Source: an optimization exercise on an open RTL-to-GDS flow (aim: small area, a short achievable clock period and few clock cycles per item). Production flows keep margins and buffers that such runs may drop. Where RTL was checked, it was by simulation tests only, not by an equivalence proof against the original. No activity file was given, so power comes from the tool's default toggle rates.

==> wip/cedar <==
## DatapathPipelined
module DatapathPipelined (
  input         clk,
  input         rst,
  output [31:0] pc_to_imem,
  input  [31:0] inst_from_imem,
  output [31:0] addr_to_dmem,
  input  [31:0] load_data_from_dmem,
  output [31:0] store_data_to_dmem,
  output [ 3:0] store_we_to_dmem,
  output        halt,
  output [31:0] trace_writeback_pc,
  output [31:0] trace_writeback_inst
);
==> flow/config.mk <==
export PLATFORM = sky130hd
export DESIGN_NAME = DatapathPipelined
export DESIGN_NICKNAME = DatapathPipelined
export VERILOG_FILES = /design/flow/design.v
export SDC_FILE = /design/flow/constraint.sdc
export NUM_CORES = 4
export LEC_CHECK = 0
export CAP_MARGIN = 30
export CELL_PAD_IN_SITES_DETAIL_PLACEMENT = 0
export CELL_PAD_IN_SITES_GLOBAL_PLACEMENT = 1
export CORE_MARGIN = 2
export CORE_UTILIZATION = 45
export CTS_CLUSTER_DIAMETER = 80
export CTS_CLUSTER_SIZE = 24
export PLACE_DENSITY = 0.6
export SLEW_MARGIN = 30
==> flow/constraint.sdc <==
create_clock -name core_clock -period 20.0 [get_ports {clk}]
set_input_delay 4.0000 -clock core_clock [delete_from_list [all_inputs] [get_ports {clk}]]
set_output_delay 4.0000 -clock core_clock [all_outputs]
set_load 0.01 [all_outputs]
standard.sh (not shown) runs the stock make flow with config.mk's settings and CLKGATE_MAP_FILE= SYNTH_SCRIPT=/design/flow/synth_recipe.tcl, a recipe that flattens the netlist after the stock synthesis.
==> flow/flow/run.sh <==
#!/bin/bash
# Standard ORFS layout (the standard.sh, standard synthesis), with the
# timing repair steps asked for extra setup slack so that they also shorten
# the achieved clock period. Constraints and clock period are unchanged.
# Gate cloning is skipped: a cloned driver was left over its slew limit.
# Ports are buffered with buf_2 cells; the clock tree uses small clock buffers.
set -euo pipefail
bash standard.sh SETUP_SLACK_MARGIN=14.2 SKIP_GATE_CLONING=1 TNS_END_PERCENT=100 \
  "BUFFER_PORTS_ARGS=-buffer_cell sky130_fd_sc_hd__buf_2" \
  "CTS_BUF_LIST=sky130_fd_sc_hd__clkbuf_8 sky130_fd_sc_hd__clkbuf_16" finish > flow_make.log 2>&1
==> wip/quartz (differences from wip/cedar) <==
==> flow/flow/run.sh (replaced) <==
#!/bin/bash
# Standard ORFS layout (the standard.sh, standard synthesis), with the
# timing repair steps asked for extra setup slack so that they also shorten
# the achieved clock period. Constraints and clock period are unchanged.
# Gate cloning is skipped: a cloned driver was left over its slew limit.
# Ports are buffered with buf_2 cells; the clock tree uses small clock buffers.
set -euo pipefail
bash standard.sh SETUP_SLACK_MARGIN=14 SKIP_GATE_CLONING=1 TNS_END_PERCENT=100 \
  "BUFFER_PORTS_ARGS=-buffer_cell sky130_fd_sc_hd__buf_2" \
  "CTS_BUF_LIST=sky130_fd_sc_hd__clkbuf_4 sky130_fd_sc_hd__clkbuf_8" finish > flow_make.log 2>&1
- CAP_MARGIN: 30 -> 20
- CELL_PAD_IN_SITES_DETAIL_PLACEMENT: 0 -> 1
- CELL_PAD_IN_SITES_GLOBAL_PLACEMENT: 1 -> 2
- CORE_UTILIZATION: 45 -> 30
- CTS_CLUSTER_DIAMETER: 80 -> not set
- CTS_CLUSTER_SIZE: 24 -> not set
- PLACE_DENSITY: 0.6 -> 0.5
- SLEW_MARGIN: 30 -> 20
==> notes <==
- In via count, wip/quartz and wip/cedar hardly differ.
- Total power: wip/cedar is smaller than wip/quartz (about 7%).
- Between wip/quartz and wip/cedar, the lower sequential share of layout area is in wip/quartz (gap 1.8 points).
- wip/cedar completed with no timing, DRC or antenna violations. wip/quartz finished with timing, DRC and antenna clean.
- Between wip/quartz and wip/cedar, the lower global-route usage is in wip/quartz (gap 8.7 points).
- In wip/cedar the die area is lower than in wip/quartz, by about 33%.
Testbench counts of wip/cedar, summed over its fixed seeds: cycles 218,843, instrs 148,298.
Testbench counts of wip/quartz, summed over its fixed seeds: cycles 218,843, instrs 148,298.


==> inputs of v2 <==
Another version of the RTL of DatapathPipelined (not shown whole).
clock: 20.0 ns
lec_check: 0
cap_margin: 20
cell_pad_in_sites_detail_placement: 1
cell_pad_in_sites_global_placement: 2
core_margin: 2
core_utilization: 30
place_density: 0.5
slew_margin: 20
run.sh (not shown) runs the stock make flow with config.mk's settings and CLKGATE_MAP_FILE= SYNTH_SCRIPT=/design/flow/synth_recipe.tcl, a recipe that flattens the netlist after the stock synthesis.
Stock flow here: none of the scripts above is used.
==> inputs of v3, as changes to v2 <==
--- a/flow/design.v
+++ b/flow/design.v
@@ -105,27 +105,31 @@
   wire [41:0] t   = s3 + k3;
   wire sg    = ~f3[0];
   wire a_neg = sg & a[31];
   wire b_neg = sg & b[31];
   wire [31:0] aa = a_neg ? (~a + 32'd1) : a;
   wire [31:0] ba = b_neg ? (~b + 32'd1) : b;
   wire bz   = ~(|b);
-  wire triv = bz | (aa < ba);
+  wire [31:0] ax = a ^ {32{a_neg}};
+  wire [31:0] bx = b ^ {32{b_neg}};
+  wire [1:0]  cc = {a_neg & ~b_neg, ~(a_neg ^ b_neg)};
+  wire [33:0] cmp = {2'b00, ax} + {2'b00, ~bx} + {32'd0, cc};
+  wire triv = bz | ~(cmp[33] | cmp[32]);
   function [4:0] msb;
     input [31:0] v;
     integer j;
     begin
       msb = 5'd0;
       for (j = 0; j < 32; j = j + 1)
         if (v[j]) msb = j;
     end
   endfunction
   wire [4:0] sh = msb(acc[31:0]) - msb(dv);
-  wire [32:0] diff = {1'b0, acc[31:0]} - {1'b0, dv};
-  wire ge = ~diff[32];
+  wire [32:0] d1  = {1'b0, acc[31:0]} - {1'b0, dv};
+  wire        ge1 = ~d1[32];
   assign done = is_div ? ((ph == 2'd0) ? triv : (ph == 2'd2) & (cnt == 5'd0)) : mlast;
   always @(posedge clk) begin
     if (rst) begin
       ph  <= 2'd0;
       cnt <= 5'd0;
     end else if (go) begin
       if (!is_div) begin
@@ -151,16 +155,16 @@
           end
           2'd1: begin
             dv  <= dv << sh;
             cnt <= sh;
             ph  <= 2'd2;
           end
           default: begin
-            if (ge) acc[31:0] <= diff[31:0];
-            lo <= {lo[30:0], ge};
+            if (ge1) acc[31:0] <= d1[31:0];
+            lo <= {lo[30:0], ge1};
             dv <= dv >> 1;
             if (cnt == 5'd0) ph <= 2'd0;
             else cnt <= cnt - 5'd1;
           end
         endcase
       end
     end
@@ -207,14 +211,16 @@
   input  [31:0] load_data_from_dmem,
   output [31:0] store_data_to_dmem,
   output [ 3:0] store_we_to_dmem,
   output        halt,
   output [31:0] trace_writeback_pc,
   output [31:0] trace_writeback_inst
 );
+  reg         rst_r;
+  always @(posedge clk) rst_r <= rst;
   reg  [31:2] f_pc;
   reg         d_valid;
   reg  [31:2] d_pc;
   reg  [31:0] d_inst;
   reg         x_valid;
   reg  [31:2] x_pc;
   reg  [31:0] x_inst;
@@ -231,17 +237,14 @@
   reg  [31:0] m_res, m_sd;
   reg  [ 3:0] m_we;
   reg         w_wr, w_load;
   reg  [ 4:0] w_rd;
   reg  [ 2:0] w_f3;
   reg  [ 1:0] w_off;
   reg  [31:0] w_reg;
-  reg  [31:2] t_pc;
-  reg  [31:0] t_inst;
-  reg         t_halt;
   wire [31:0] md_res;
   wire [31:0] m_fwd = m_md ? md_res : m_res;
   reg  [31:0] w_ld;
   always @(*) begin
     case (w_f3[1:0])
       2'b00: begin
         case (w_off)
@@ -315,60 +318,68 @@
   wire x_taken;
   wire redirect_x = x_fire & (x_jalr | (x_br & (x_taken ^ x_pred)));
   wire d_hold = x_busy | hazard;
   wire redirect_d = d_valid & (d_jal | d_pred) & ~d_hold & ~redirect_x;
   wire [31:0] x_sum;
   assign pc_to_imem = {f_pc, 2'b00};
   always @(posedge clk) begin
-    if (rst)
+    if (rst_r)
       f_pc <= 30'd0;
     else if (redirect_x)
       f_pc <= x_jalr ? x_sum[31:2] : x_sd[31:2];
     else if (redirect_d)
       f_pc <= d_tgt;
     else if (!d_hold)
       f_pc <= f_pc + 30'd1;
   end
   always @(posedge clk) begin
-    if (rst)
+    if (rst_r)
       d_valid <= 1'b0;
     else if (redirect_x || redirect_d)
       d_valid <= 1'b0;
     else if (!d_hold)
       d_valid <= 1'b1;
   end
   always @(posedge clk) begin
     if (!d_hold) begin
       d_pc   <= f_pc;
       d_inst <= inst_from_imem;
     end
   end
+  wire x_new = ~x_busy & d_valid & ~hazard & ~redirect_x;
   always @(posedge clk) begin
-    if (rst)
+    if (rst_r)
       x_valid <= 1'b0;
     else if (!x_busy)
-      x_valid <= d_valid & ~hazard & ~redirect_x;
+      x_valid <= x_new;
+  end
+  always @(posedge clk) begin
+    if (rst_r) begin
+      x_inst <= 32'd0;
+      x_halt <= 1'b0;
+    end else begin
+      x_inst <= x_new ? d_inst : 32'd0;
+      x_halt <= x_new & d_sys;
+    end
+    x_pc <= d_pc;
   end
   always @(posedge clk) begin
     if (!x_busy) begin
-      x_pc    <= d_pc;
-      x_inst  <= d_inst;
       x_a     <= d_lui ? 32'd0 : d_auipc ? {d_pc, 2'b00} : rs1v;
       x_b     <= (d_oprr | d_br ? rs2v : d_imm) ^ {32{d_sub}};
       x_sd    <= d_store ? rs2v : (d_br & ~d_pred) ? {d_tgt, 2'b00} : {f_pc, 2'b00};
       x_cin   <= d_sub;
       x_rd    <= d_rd;
       x_f3    <= d_f3;
       x_wr    <= d_wr;
       x_load  <= d_load;
       x_store <= d_store;
       x_br    <= d_br;
       x_pred  <= d_pred;
       x_jalr  <= d_jalr;
-      x_halt  <= d_sys;
       x_md    <= d_md;
       x_sel_add  <= d_lui | d_auipc | d_load | d_store | (d_alu & d_f3 == 3'b000);
       x_sel_slt  <= d_slt;
       x_sel_xor  <= d_alu & d_f3 == 3'b100;
       x_sel_or   <= d_alu & d_f3 == 3'b110;
       x_sel_and  <= d_alu & d_f3 == 3'b111;
       x_sel_sll  <= d_alu & d_f3 == 3'b001;
@@ -384,15 +395,15 @@
   wire eq   = &(x_a ^ x_b);
   assign x_taken = x_f3[2] ? ((x_f3[1] ? lt_u : lt_s) ^ x_f3[0]) : (eq ^ x_f3[0]);
   wire [31:0] sll = x_a << x_b[4:0];
   wire signed [32:0] sra_in = {x_sra & x_a[31], x_a};
   wire [32:0] srx = sra_in >>> x_b[4:0];
   wire md_done;
   MulDiv md (
-    .clk(clk), .rst(rst), .go(x_valid & x_md), .f3(x_f3),
+    .clk(clk), .rst(rst_r), .go(x_valid & x_md), .f3(x_f3),
     .a(x_a), .b(x_b), .load(~x_busy), .d_bsel(d_bsel),
     .done(md_done), .m_f3(m_f3), .res(md_res)
   );
   assign x_busy = x_valid & x_md & ~md_done;
   assign x_res = ({32{x_sel_add}}  & x_sum)
                | ({32{x_sel_slt}}  & {31'd0, x_f3[0] ? lt_u : lt_s})
                | ({32{x_sel_xor}}  & (x_a ^ x_b))
@@ -406,15 +417,15 @@
     case (x_f3[1:0])
       2'b00:   x_we = 4'b0001 << x_sum[1:0];
       2'b01:   x_we = x_sum[1] ? 4'b1100 : 4'b0011;
       default: x_we = 4'b1111;
     endcase
   end
   always @(posedge clk) begin
-    if (rst) begin
+    if (rst_r) begin
       m_wr <= 1'b0;
       m_we <= 4'd0;
     end else begin
       m_wr <= x_fire & x_wr;
       m_we <= (x_fire & x_store) ? x_we : 4'd0;
     end
     m_load <= x_load;
@@ -425,31 +436,21 @@
     m_sd   <= (x_f3[1:0] == 2'b00) ? {4{x_sd[7:0]}} :
               (x_f3[1:0] == 2'b01) ? {2{x_sd[15:0]}} : x_sd;
   end
   assign addr_to_dmem       = m_res;
   assign store_data_to_dmem = m_sd;
   assign store_we_to_dmem   = m_we;
   always @(posedge clk) begin
-    if (rst)
+    if (rst_r)
       w_wr <= 1'b0;
     else
       w_wr <= m_wr;
     w_load <= m_load;
     w_rd   <= m_rd;
     w_f3   <= m_f3;
     w_off  <= m_res[1:0];
     w_reg  <= m_load ? load_data_from_dmem : m_fwd;
   end
-  always @(posedge clk) begin
-    if (rst) begin
-      t_inst <= 32'd0;
-      t_halt <= 1'b0;
-    end else begin
-      t_inst <= x_fire ? x_inst : 32'd0;
-      t_halt <= x_fire & x_halt;
-    end
-    t_pc <= x_pc;
-  end
-  assign trace_writeback_pc   = {t_pc, 2'b00};
-  assign trace_writeback_inst = t_inst;
-  assign halt                 = t_halt;
+  assign trace_writeback_pc   = {x_pc, 2'b00};
+  assign trace_writeback_inst = x_inst;
+  assign halt                 = x_halt;
 endmodule
==> flow/flow/run.sh (new file) <==
#!/bin/bash
# Standard ORFS layout (the standard.sh, standard synthesis), with the
# timing repair steps asked for extra setup slack so that they also shorten
# the achieved clock period. Constraints and clock period are unchanged.
# Gate cloning is skipped: a cloned driver was left over its slew limit.
set -euo pipefail
MARGIN=14.5
bash standard.sh SETUP_SLACK_MARGIN=$MARGIN SKIP_GATE_CLONING=1 finish > flow_make.log 2>&1
==> flow/standard.sh (new file) <==
#!/bin/bash
# synth_recipe.tcl (not shown) runs the flow's synth.tcl, then flattens the netlist and writes it again
# the make line also repeats each setting of config.mk as NAME=value (left out here)
make -C /OpenROAD-flow-scripts/flow DESIGN_CONFIG=/design/flow/config.mk WORK_HOME=/design/flow/orfs CLKGATE_MAP_FILE= SYNTH_SCRIPT=/design/flow/synth_recipe.tcl "${@:-finish}"
removed: flow/run.sh
==> notes <==
Synthesized cell count: v2 is smaller than v3 (2.0%).
In v2 the global-route usage is lower than in v3, by 0.61 points.
Between v2 and v3, the lower non-clock buffer count is in v2 (gap 261).
Between v3 and v2, the lower register-to-register slack is in v2 (gap 2.3 ns).
In v2 the clock-buffer cell count is higher than in v3, by 4.
==> figures <==
| quantity | v3 | v2 |
|---|---|---|
| Outcome | timing/DRC/antenna clean | timing/DRC/antenna clean |
| Multiplexer area fraction after synthesis | 5.53% | 5.29% |
| Clk_skew | 0.131 ns | 0.110 ns |
| Shortest period the worst path allows | 5.68 ns | 8.02 ns |
| Total wirelength of the detailed-routed design | 619000 µm | 602000 µm |
| Cell with the largest stage delay on the worst path | fa_1 | buf_4 |
| Clock network fraction of total power | 23.7% | 26.3% |
| Filler Cell Count | 33818 | 33819 |
| Depth of the worst register-to-register path | 24 | 20 |
| Number of flip-flops and latches | 1516 | 1569 |
| Average cell area after synthesis | 10.4 µm² | 10.6 µm² |
No functional check of the RTL was part of any run of this note.


==> exp/onyx: inputs <==
Another version of the RTL of DatapathPipelined (not shown whole).
==> flow/config.mk <==
export PLATFORM = sky130hd
export DESIGN_NAME = DatapathPipelined
export DESIGN_NICKNAME = DatapathPipelined
export VERILOG_FILES = /design/flow/design.v
export SDC_FILE = /design/flow/constraint.sdc
export NUM_CORES = 4
export LEC_CHECK = 0
export CAP_MARGIN = 20
export CELL_PAD_IN_SITES_DETAIL_PLACEMENT = 1
export CELL_PAD_IN_SITES_GLOBAL_PLACEMENT = 2
export CORE_MARGIN = 2
export CORE_UTILIZATION = 30
export PLACE_DENSITY = 0.5
export SLEW_MARGIN = 20
==> flow/constraint.sdc <==
create_clock -name core_clock -period 20.0 [get_ports {clk}]
set_input_delay 4.0000 -clock core_clock [delete_from_list [all_inputs] [get_ports {clk}]]
set_output_delay 4.0000 -clock core_clock [all_outputs]
set_load 0.01 [all_outputs]
Stock flow here: none of the scripts above is used.
==> exp/indigo: changes against exp/onyx <==
--- a/flow/design.v
+++ b/flow/design.v
@@ -28,64 +28,70 @@
 module MulDiv (
   input         clk,
   input         rst,
   input         go,      
   input  [ 2:0] f3,
   input  [31:0] a,
   input  [31:0] b,
+  input         load,    
+  input  [12:0] d_bsel,  
   output        done,
   input  [ 2:0] m_f3,
   output [31:0] res
 );
   reg  [ 1:0] ph;    
   reg  [ 4:0] cnt;
   reg  [ 1:0] mk;    
   reg  [33:0] acc;   
   reg  [31:0] lo;    
-  reg  [31:0] dv;    
+  reg  [32:0] dv;    
   reg         an, qn;
   wire is_div = f3[2];
   wire a_sg = ~(f3[1] & f3[0]);    
   wire b_sg = ~f3[1];              
   wire [32:0] ma = {a_sg & a[31], a};
   wire [32:0] mb = {b_sg & b[31], b};
   wire last0 = (&mb[32:7])  | ~(|mb[32:7]);
   wire last1 = (&mb[32:15]) | ~(|mb[32:15]);
   wire last2 = (&mb[32:23]) | ~(|mb[32:23]);
   wire mlast = (cnt[1:0] == 2'd0) ? last0 :
                (cnt[1:0] == 2'd1) ? last1 :
                (cnt[1:0] == 2'd2) ? last2 : 1'b1;
+  reg [12:0] bsel;
   reg [7:0] by;
   reg       sb, pv;
   always @(*) begin
     case (cnt[1:0])
-      2'd0: begin by = mb[7:0];   sb = mb[7];  pv = 1'b0;   end
-      2'd1: begin by = mb[15:8];  sb = mb[15]; pv = mb[7];  end
-      2'd2: begin by = mb[23:16]; sb = mb[23]; pv = mb[15]; end
+      2'd0: begin by = mb[15:8];  sb = mb[15]; pv = mb[7];  end
+      2'd1: begin by = mb[23:16]; sb = mb[23]; pv = mb[15]; end
       default: begin by = mb[31:24]; sb = mb[32]; pv = mb[23]; end
     endcase
   end
-  wire [8:0] bb = {by, pv};
+  wire [12:0] n_bsel;
+  BoothSel nb (.by(by), .sb(sb), .pv(pv), .sel(n_bsel));
+  always @(posedge clk) begin
+    if (load)
+      bsel <= d_bsel;
+    else if (go && !is_div)
+      bsel <= n_bsel;
+  end
   wire [41:0] row [0:4];
   wire [3:0]  neg;
   wire [41:0] ma42 = {{9{ma[32]}}, ma};
   genvar k;
   generate
     for (k = 0; k < 4; k = k + 1) begin : booth
-      wire b0 = bb[2*k], b1 = bb[2*k+1], b2 = bb[2*k+2];
-      wire one = b0 ^ b1;
-      wire two = (b2 & ~b1 & ~b0) | (~b2 & b1 & b0);
-      assign neg[k] = b2 & ~(b1 & b0);
+      wire one = bsel[3*k], two = bsel[3*k+1];
+      assign neg[k] = bsel[3*k+2];
       wire [41:0] mag = ({42{one}} & ma42) | ({42{two}} & {ma42[40:0], 1'b0});
       wire [41:0] sgn = mag ^ {42{neg[k]}};
       assign row[k] = sgn << (2 * k);
     end
   endgenerate
-  wire r4 = by[7] & ~sb;
-  assign row[4] = {({42{r4}} & ma42)} << 8;
+  assign row[4] = {({42{bsel[12]}} & ma42)} << 8;
   wire [41:0] c1 = row[1] | {41'd0, neg[0]};
   wire [41:0] c2 = row[2] | {39'd0, neg[1], 2'd0};
   wire [41:0] c3 = row[3] | {37'd0, neg[2], 4'd0};
   wire [41:0] c4 = row[4] | {35'd0, neg[3], 6'd0};
   wire [41:0] c0 = row[0];
   wire [41:0] ca = (ph == 2'd0) ? 42'd0 : {{8{acc[33]}}, acc};
   wire [41:0] s1a = c0 ^ c1 ^ c2;
@@ -109,17 +115,21 @@
     integer j;
     begin
       msb = 5'd0;
       for (j = 0; j < 32; j = j + 1)
         if (v[j]) msb = j;
     end
   endfunction
-  wire [4:0] sh = msb(acc[31:0]) - msb(dv);
-  wire [32:0] diff = {1'b0, acc[31:0]} - {1'b0, dv};
-  wire ge = ~diff[32];
+  wire [4:0] sh = msb(acc[31:0]) - msb(dv[31:0]);
+  wire [33:0] d1  = {2'b00, acc[31:0]} - {1'b0, dv};
+  wire        ge1 = ~d1[33];
+  wire [31:0] r1  = ge1 ? d1[31:0] : acc[31:0];
+  wire [33:0] d2  = {2'b00, r1} - {2'b00, dv[32:1]};
+  wire        ge2 = ~d2[33];
+  wire [31:0] r2  = ge2 ? d2[31:0] : r1;
   assign done = is_div ? ((ph == 2'd0) ? triv : (ph == 2'd2) & (cnt == 5'd0)) : mlast;
   always @(posedge clk) begin
     if (rst) begin
       ph  <= 2'd0;
       cnt <= 5'd0;
     end else if (go) begin
       if (!is_div) begin
@@ -133,29 +143,29 @@
           ph  <= 2'd2;
           cnt <= cnt + 5'd1;
         end
       end else begin
         case (ph)
           2'd0: begin
             acc <= {2'b00, aa};
-            dv  <= ba;
+            dv  <= {1'b0, ba};
             lo  <= {32{bz}};
             an  <= a_neg;
             qn  <= (a_neg ^ b_neg) & ~bz;
             if (!triv) ph <= 2'd1;
           end
           2'd1: begin
-            dv  <= dv << sh;
-            cnt <= sh;
+            dv  <= dv << {sh[4:1], 1'b1};
+            cnt <= {1'b0, sh[4:1]};
             ph  <= 2'd2;
           end
           default: begin
-            if (ge) acc[31:0] <= diff[31:0];
-            lo <= {lo[30:0], ge};
-            dv <= dv >> 1;
+            acc[31:0] <= r2;
+            lo <= {lo[29:0], ge1, ge2};
+            dv <= dv >> 2;
             if (cnt == 5'd0) ph <= 2'd0;
             else cnt <= cnt - 5'd1;
           end
         endcase
       end
     end
   end
@@ -169,14 +179,32 @@
     endcase
   end
   wire        nsel = m_f3[1] ? an : qn;
   wire [31:0] nin  = m_f3[1] ? acc[31:0] : lo;
   wire [31:0] dres = (nin ^ {32{nsel}}) + {31'd0, nsel};
   assign res = m_f3[2] ? dres : (m_f3[1:0] == 2'b00) ? mlo : mhi;
 endmodule
+module BoothSel (
+  input  [ 7:0] by,
+  input         sb,
+  input         pv,
+  output [12:0] sel
+);
+  wire [8:0] bb = {by, pv};
+  genvar k;
+  generate
+    for (k = 0; k < 4; k = k + 1) begin : enc
+      wire b0 = bb[2*k], b1 = bb[2*k+1], b2 = bb[2*k+2];
+      assign sel[3*k]   = b0 ^ b1;
+      assign sel[3*k+1] = (b2 & ~b1 & ~b0) | (~b2 & b1 & b0);
+      assign sel[3*k+2] = b2 & ~(b1 & b0);
+    end
+  endgenerate
+  assign sel[12] = by[7] & ~sb;
+endmodule
 `timescale 1ns / 1ns
 module DatapathPipelined (
   input         clk,
   input         rst,
   output [31:0] pc_to_imem,
   input  [31:0] inst_from_imem,
   output [31:0] addr_to_dmem,
@@ -202,38 +230,41 @@
   reg         x_sel_add, x_sel_slt, x_sel_xor, x_sel_or, x_sel_and;
   reg         x_sel_sll, x_sel_sr, x_sel_link, x_sra;
   reg         m_wr, m_load, m_md;
   reg  [ 4:0] m_rd;
   reg  [ 2:0] m_f3;
   reg  [31:0] m_res, m_sd;
   reg  [ 3:0] m_we;
-  reg  [31:2] t_pc;
-  reg  [31:0] t_inst;
-  reg         t_halt;
+  reg         w_wr, w_load;
+  reg  [ 4:0] w_rd;
+  reg  [ 2:0] w_f3;
+  reg  [ 1:0] w_off;
+  reg  [31:0] w_reg;
   wire [31:0] md_res;
-  reg  [31:0] m_ld;
+  wire [31:0] m_fwd = m_md ? md_res : m_res;
+  reg  [31:0] w_ld;
   always @(*) begin
-    case (m_f3[1:0])
+    case (w_f3[1:0])
       2'b00: begin
-        case (m_res[1:0])
-          2'd0: m_ld[7:0] = load_data_from_dmem[7:0];
-          2'd1: m_ld[7:0] = load_data_from_dmem[15:8];
-          2'd2: m_ld[7:0] = load_data_from_dmem[23:16];
-          default: m_ld[7:0] = load_data_from_dmem[31:24];
+        case (w_off)
+          2'd0: w_ld[7:0] = w_reg[7:0];
+          2'd1: w_ld[7:0] = w_reg[15:8];
+          2'd2: w_ld[7:0] = w_reg[23:16];
+          default: w_ld[7:0] = w_reg[31:24];
         endcase
-        m_ld[31:8] = {24{~m_f3[2] & m_ld[7]}};
+        w_ld[31:8] = {24{~w_f3[2] & w_ld[7]}};
       end
       2'b01: begin
-        m_ld[15:0] = m_res[1] ? load_data_from_dmem[31:16] : load_data_from_dmem[15:0];
-        m_ld[31:16] = {16{~m_f3[2] & m_ld[15]}};
+        w_ld[15:0] = w_off[1] ? w_reg[31:16] : w_reg[15:0];
+        w_ld[31:16] = {16{~w_f3[2] & w_ld[15]}};
       end
-      default: m_ld = load_data_from_dmem;
+      default: w_ld = w_reg;
     endcase
   end
-  wire [31:0] m_wd = m_load ? m_ld : m_md ? md_res : m_res;
+  wire [31:0] w_data = w_load ? w_ld : w_reg;
   wire [4:0] d_op  = d_inst[6:2];
   wire [2:0] d_f3  = d_inst[14:12];
   wire [4:0] d_rd  = d_inst[11:7];
   wire [4:0] d_rs1 = d_inst[19:15];
   wire [4:0] d_rs2 = d_inst[24:20];
   wire d_lui   = (d_op == 5'b01101);
   wire d_auipc = (d_op == 5'b00101);
@@ -258,27 +289,33 @@
   wire [31:2] imm_j = {{11{d_inst[31]}}, d_inst[31], d_inst[19:12], d_inst[20], d_inst[30:22]};
   wire [31:0] d_imm = d_store ? imm_s : (d_lui | d_auipc) ? imm_u : imm_i;
   wire [31:2] d_tgt = d_pc + (d_jal ? imm_j : imm_b);
   wire d_slt = d_alu & (d_f3 == 3'b010 || d_f3 == 3'b011);
   wire d_sub = d_br | d_slt | (d_oprr & ~d_inst[25] & d_inst[30] & d_f3 == 3'b000);
   wire [31:0] rf1, rf2;
   RegFile rf (
-    .clk(clk), .we(m_wr), .wa(m_rd), .wd(m_wd),
+    .clk(clk), .we(w_wr), .wa(w_rd), .wd(w_data),
     .ra1(d_rs1), .ra2(d_rs2), .rd1(rf1), .rd2(rf2)
   );
   wire [31:0] x_res;
   wire        x_busy;
   wire x_hit1 = x_valid & x_wr & (x_rd == d_rs1);
   wire m_hit1 = m_wr & (m_rd == d_rs1);
+  wire w_hit1 = w_wr & (w_rd == d_rs1);
   wire x_hit2 = x_valid & x_wr & (x_rd == d_rs2);
   wire m_hit2 = m_wr & (m_rd == d_rs2);
-  wire [31:0] rs1v = x_hit1 ? x_res : m_hit1 ? m_wd : rf1;
-  wire [31:0] rs2v = x_hit2 ? x_res : m_hit2 ? m_wd : rf2;
-  wire x_late = x_load | x_md;    
-  wire hazard = d_valid & x_late & ((d_use1 & x_hit1) | (d_use2 & x_hit2));
+  wire w_hit2 = w_wr & (w_rd == d_rs2);
+  wire [31:0] rs1v = x_hit1 ? x_res : m_hit1 ? m_fwd : w_hit1 ? w_data : rf1;
+  wire [31:0] rs2v = x_hit2 ? x_res : m_hit2 ? m_fwd : w_hit2 ? w_data : rf2;
+  wire x_late = x_load | x_md;
+  wire hazard = d_valid & (
+                (d_use1 & ((x_hit1 & x_late) | (m_hit1 & m_load))) |
+                (d_use2 & ((x_hit2 & x_late) | (m_hit2 & m_load))));
+  wire [12:0] d_bsel;
+  BoothSel db (.by(rs2v[7:0]), .sb(rs2v[7]), .pv(1'b0), .sel(d_bsel));
   wire x_fire = x_valid & ~x_busy;
   wire x_taken;
   wire redirect_x = x_fire & (x_jalr | (x_br & (x_taken ^ x_pred)));
   wire d_hold = x_busy | hazard;
   wire redirect_d = d_valid & (d_jal | d_pred) & ~d_hold & ~redirect_x;
   wire [31:0] x_sum;
   assign pc_to_imem = {f_pc, 2'b00};
@@ -302,37 +339,45 @@
   end
   always @(posedge clk) begin
     if (!d_hold) begin
       d_pc   <= f_pc;
       d_inst <= inst_from_imem;
     end
   end
+  wire x_new = ~x_busy & d_valid & ~hazard & ~redirect_x;
   always @(posedge clk) begin
     if (rst)
       x_valid <= 1'b0;
     else if (!x_busy)
-      x_valid <= d_valid & ~hazard & ~redirect_x;
+      x_valid <= x_new;
+  end
+  always @(posedge clk) begin
+    if (rst) begin
+      x_inst <= 32'd0;
+      x_halt <= 1'b0;
+    end else begin
+      x_inst <= x_new ? d_inst : 32'd0;
+      x_halt <= x_new & d_sys;
+    end
+    x_pc <= d_pc;
   end
   always @(posedge clk) begin
     if (!x_busy) begin
-      x_pc    <= d_pc;
-      x_inst  <= d_inst;
       x_a     <= d_lui ? 32'd0 : d_auipc ? {d_pc, 2'b00} : rs1v;
       x_b     <= (d_oprr | d_br ? rs2v : d_imm) ^ {32{d_sub}};
       x_sd    <= d_store ? rs2v : (d_br & ~d_pred) ? {d_tgt, 2'b00} : {f_pc, 2'b00};
       x_cin   <= d_sub;
       x_rd    <= d_rd;
       x_f3    <= d_f3;
       x_wr    <= d_wr;
       x_load  <= d_load;
       x_store <= d_store;
       x_br    <= d_br;
       x_pred  <= d_pred;
       x_jalr  <= d_jalr;
-      x_halt  <= d_sys;
       x_md    <= d_md;
       x_sel_add  <= d_lui | d_auipc | d_load | d_store | (d_alu & d_f3 == 3'b000);
       x_sel_slt  <= d_slt;
       x_sel_xor  <= d_alu & d_f3 == 3'b100;
       x_sel_or   <= d_alu & d_f3 == 3'b110;
       x_sel_and  <= d_alu & d_f3 == 3'b111;
       x_sel_sll  <= d_alu & d_f3 == 3'b001;
@@ -349,15 +394,16 @@
   assign x_taken = x_f3[2] ? ((x_f3[1] ? lt_u : lt_s) ^ x_f3[0]) : (eq ^ x_f3[0]);
   wire [31:0] sll = x_a << x_b[4:0];
   wire signed [32:0] sra_in = {x_sra & x_a[31], x_a};
   wire [32:0] srx = sra_in >>> x_b[4:0];
   wire md_done;
   MulDiv md (
     .clk(clk), .rst(rst), .go(x_valid & x_md), .f3(x_f3),
-    .a(x_a), .b(x_b), .done(md_done), .m_f3(m_f3), .res(md_res)
+    .a(x_a), .b(x_b), .load(~x_busy), .d_bsel(d_bsel),
+    .done(md_done), .m_f3(m_f3), .res(md_res)
   );
   assign x_busy = x_valid & x_md & ~md_done;
   assign x_res = ({32{x_sel_add}}  & x_sum)
                | ({32{x_sel_slt}}  & {31'd0, x_f3[0] ? lt_u : lt_s})
                | ({32{x_sel_xor}}  & (x_a ^ x_b))
                | ({32{x_sel_or}}   & (x_a | x_b))
                | ({32{x_sel_and}}  & (x_a & x_b))
@@ -388,20 +434,21 @@
     m_sd   <= (x_f3[1:0] == 2'b00) ? {4{x_sd[7:0]}} :
               (x_f3[1:0] == 2'b01) ? {2{x_sd[15:0]}} : x_sd;
   end
   assign addr_to_dmem       = m_res;
   assign store_data_to_dmem = m_sd;
   assign store_we_to_dmem   = m_we;
   always @(posedge clk) begin
-    if (rst) begin
-      t_inst <= 32'd0;
-      t_halt <= 1'b0;
-    end else begin
-      t_inst <= x_fire ? x_inst : 32'd0;
-      t_halt <= x_fire & x_halt;
-    end
-    t_pc <= x_pc;
-  end
-  assign trace_writeback_pc   = {t_pc, 2'b00};
-  assign trace_writeback_inst = t_inst;
-  assign halt                 = t_halt;
+    if (rst)
+      w_wr <= 1'b0;
+    else
+      w_wr <= m_wr;
+    w_load <= m_load;
+    w_rd   <= m_rd;
+    w_f3   <= m_f3;
+    w_off  <= m_res[1:0];
+    w_reg  <= m_load ? load_data_from_dmem : m_fwd;
+  end
+  assign trace_writeback_pc   = {x_pc, 2'b00};
+  assign trace_writeback_inst = x_inst;
+  assign halt                 = x_halt;
 endmodule
==> flow/flow/run.sh (new file) <==
#!/bin/bash
# Standard ORFS layout (the standard.sh, standard synthesis), with the
# timing repair steps asked for extra setup slack so that they also shorten
# the achieved clock period. Constraints and clock period are unchanged.
# Gate cloning is skipped: a cloned driver was left over its slew limit.
set -euo pipefail
MARGIN=15
bash standard.sh SETUP_SLACK_MARGIN=$MARGIN SKIP_GATE_CLONING=1 finish > flow_make.log 2>&1
==> flow/standard.sh (new file) <==
#!/bin/bash
# synth_recipe.tcl (not shown) runs the flow's synth.tcl, then flattens the netlist and writes it again
# the make line also repeats each setting of config.mk as NAME=value (left out here)
make -C /OpenROAD-flow-scripts/flow DESIGN_CONFIG=/design/flow/config.mk WORK_HOME=/design/flow/orfs CLKGATE_MAP_FILE= SYNTH_SCRIPT=/design/flow/synth_recipe.tcl "${@:-finish}"
removed: flow/run.sh
==> results.json <==
{
  "status": "complete, no violations",
  "yosys.area_share.xor_xnor": 0.0457,
  "top_regs": "rf.regs x992, md.acc x34, md.dv x33",
  "path_depth": 26,
  "vias_per_cell": 6.38,
  "multiInputCombCellCount": 6371,
  "wl_met2_um": 295000,
  "wire_per_inst_um": 45.7,
  "multi_input_area_um2": 50400,
  "min_to": "m_md$_DFF_P_",
  "clkSinkCount": 1516
}
The numbers above come from exp/indigo.

==> results.json <==
{
  "dp_slack_ps": 11370,
  "wl_met2_um": 280000,
  "wire_per_inst_um": 47.6,
  "multiInputCombCellCount": 6047,
  "seqCellArea_um2": 43600,
  "met1_usage": 0.480,
  "min_to": "t_pc[15]$_DFF_P_",
  "path_depth": 24,
  "top_regs": "rf.regs x992, md.acc x34",
  "multi_input_area_um2": 44900,
  "busiest_layer": "met2",
  "vias_per_cell": 6.50,
  "root_buffer": "clkbuf_16",
  "clkSinkCount": 1512,
  "initial_core_util": 0.301,
  "worstMarginPinSlew_ps": 1400,
  "status": "complete, no violations",
  "yosys.area_share.xor_xnor": 0.0408,
  "powerSeq_mw": 3.79
}
The numbers above come from exp/onyx.

Testbench counts of exp/indigo, summed over its fixed seeds: cycles 218,843, instrs 148,298.
Only the layout flow was run in exp/onyx; the RTL was not checked for function there.

[port drivers added, routing unchanged]
The results above use ideal ports. As a check the final layouts listed here were re-extracted and re-timed, cells and wires unchanged. Step 1 assumes that a clkbuf_16 drives the clock port and a buf_2 every other input. Step 2 adds t to the input delays and takes it off the output delays; t is the mean of the earliest and latest rising clock arrival at the registers after step 1. Input paths then give back, and output paths get back, about the clock's delay inside the block. a / b / c = ideal / step 1 / step 2; a / b = the first two.
run	t (ns)	setup slack, ns	slew at the worst register clock pin (ns)
wip/cedar	0.874	14.148 / 14.072 / 14.063	0.10 / 0.10
wip/quartz	1.118	14.058 / 13.952 / 13.825	0.07 / 0.07
v2	0.999	11.975 / 11.975 / 11.975	0.08 / 0.08
v3	0.972	14.319 / 14.319 / 14.319	0.07 / 0.07
exp/onyx	1.016	11.731 / 11.731 / 11.314	0.07 / 0.07
exp/indigo	0.981	14.138 / 14.138 / 13.747	0.07 / 0.07
After both steps setup and hold are still met in every run listed. For exp/onyx, which loses most, drivers alone change the setup slack by 0.000 ns; drivers and shift together by -0.417 ns.
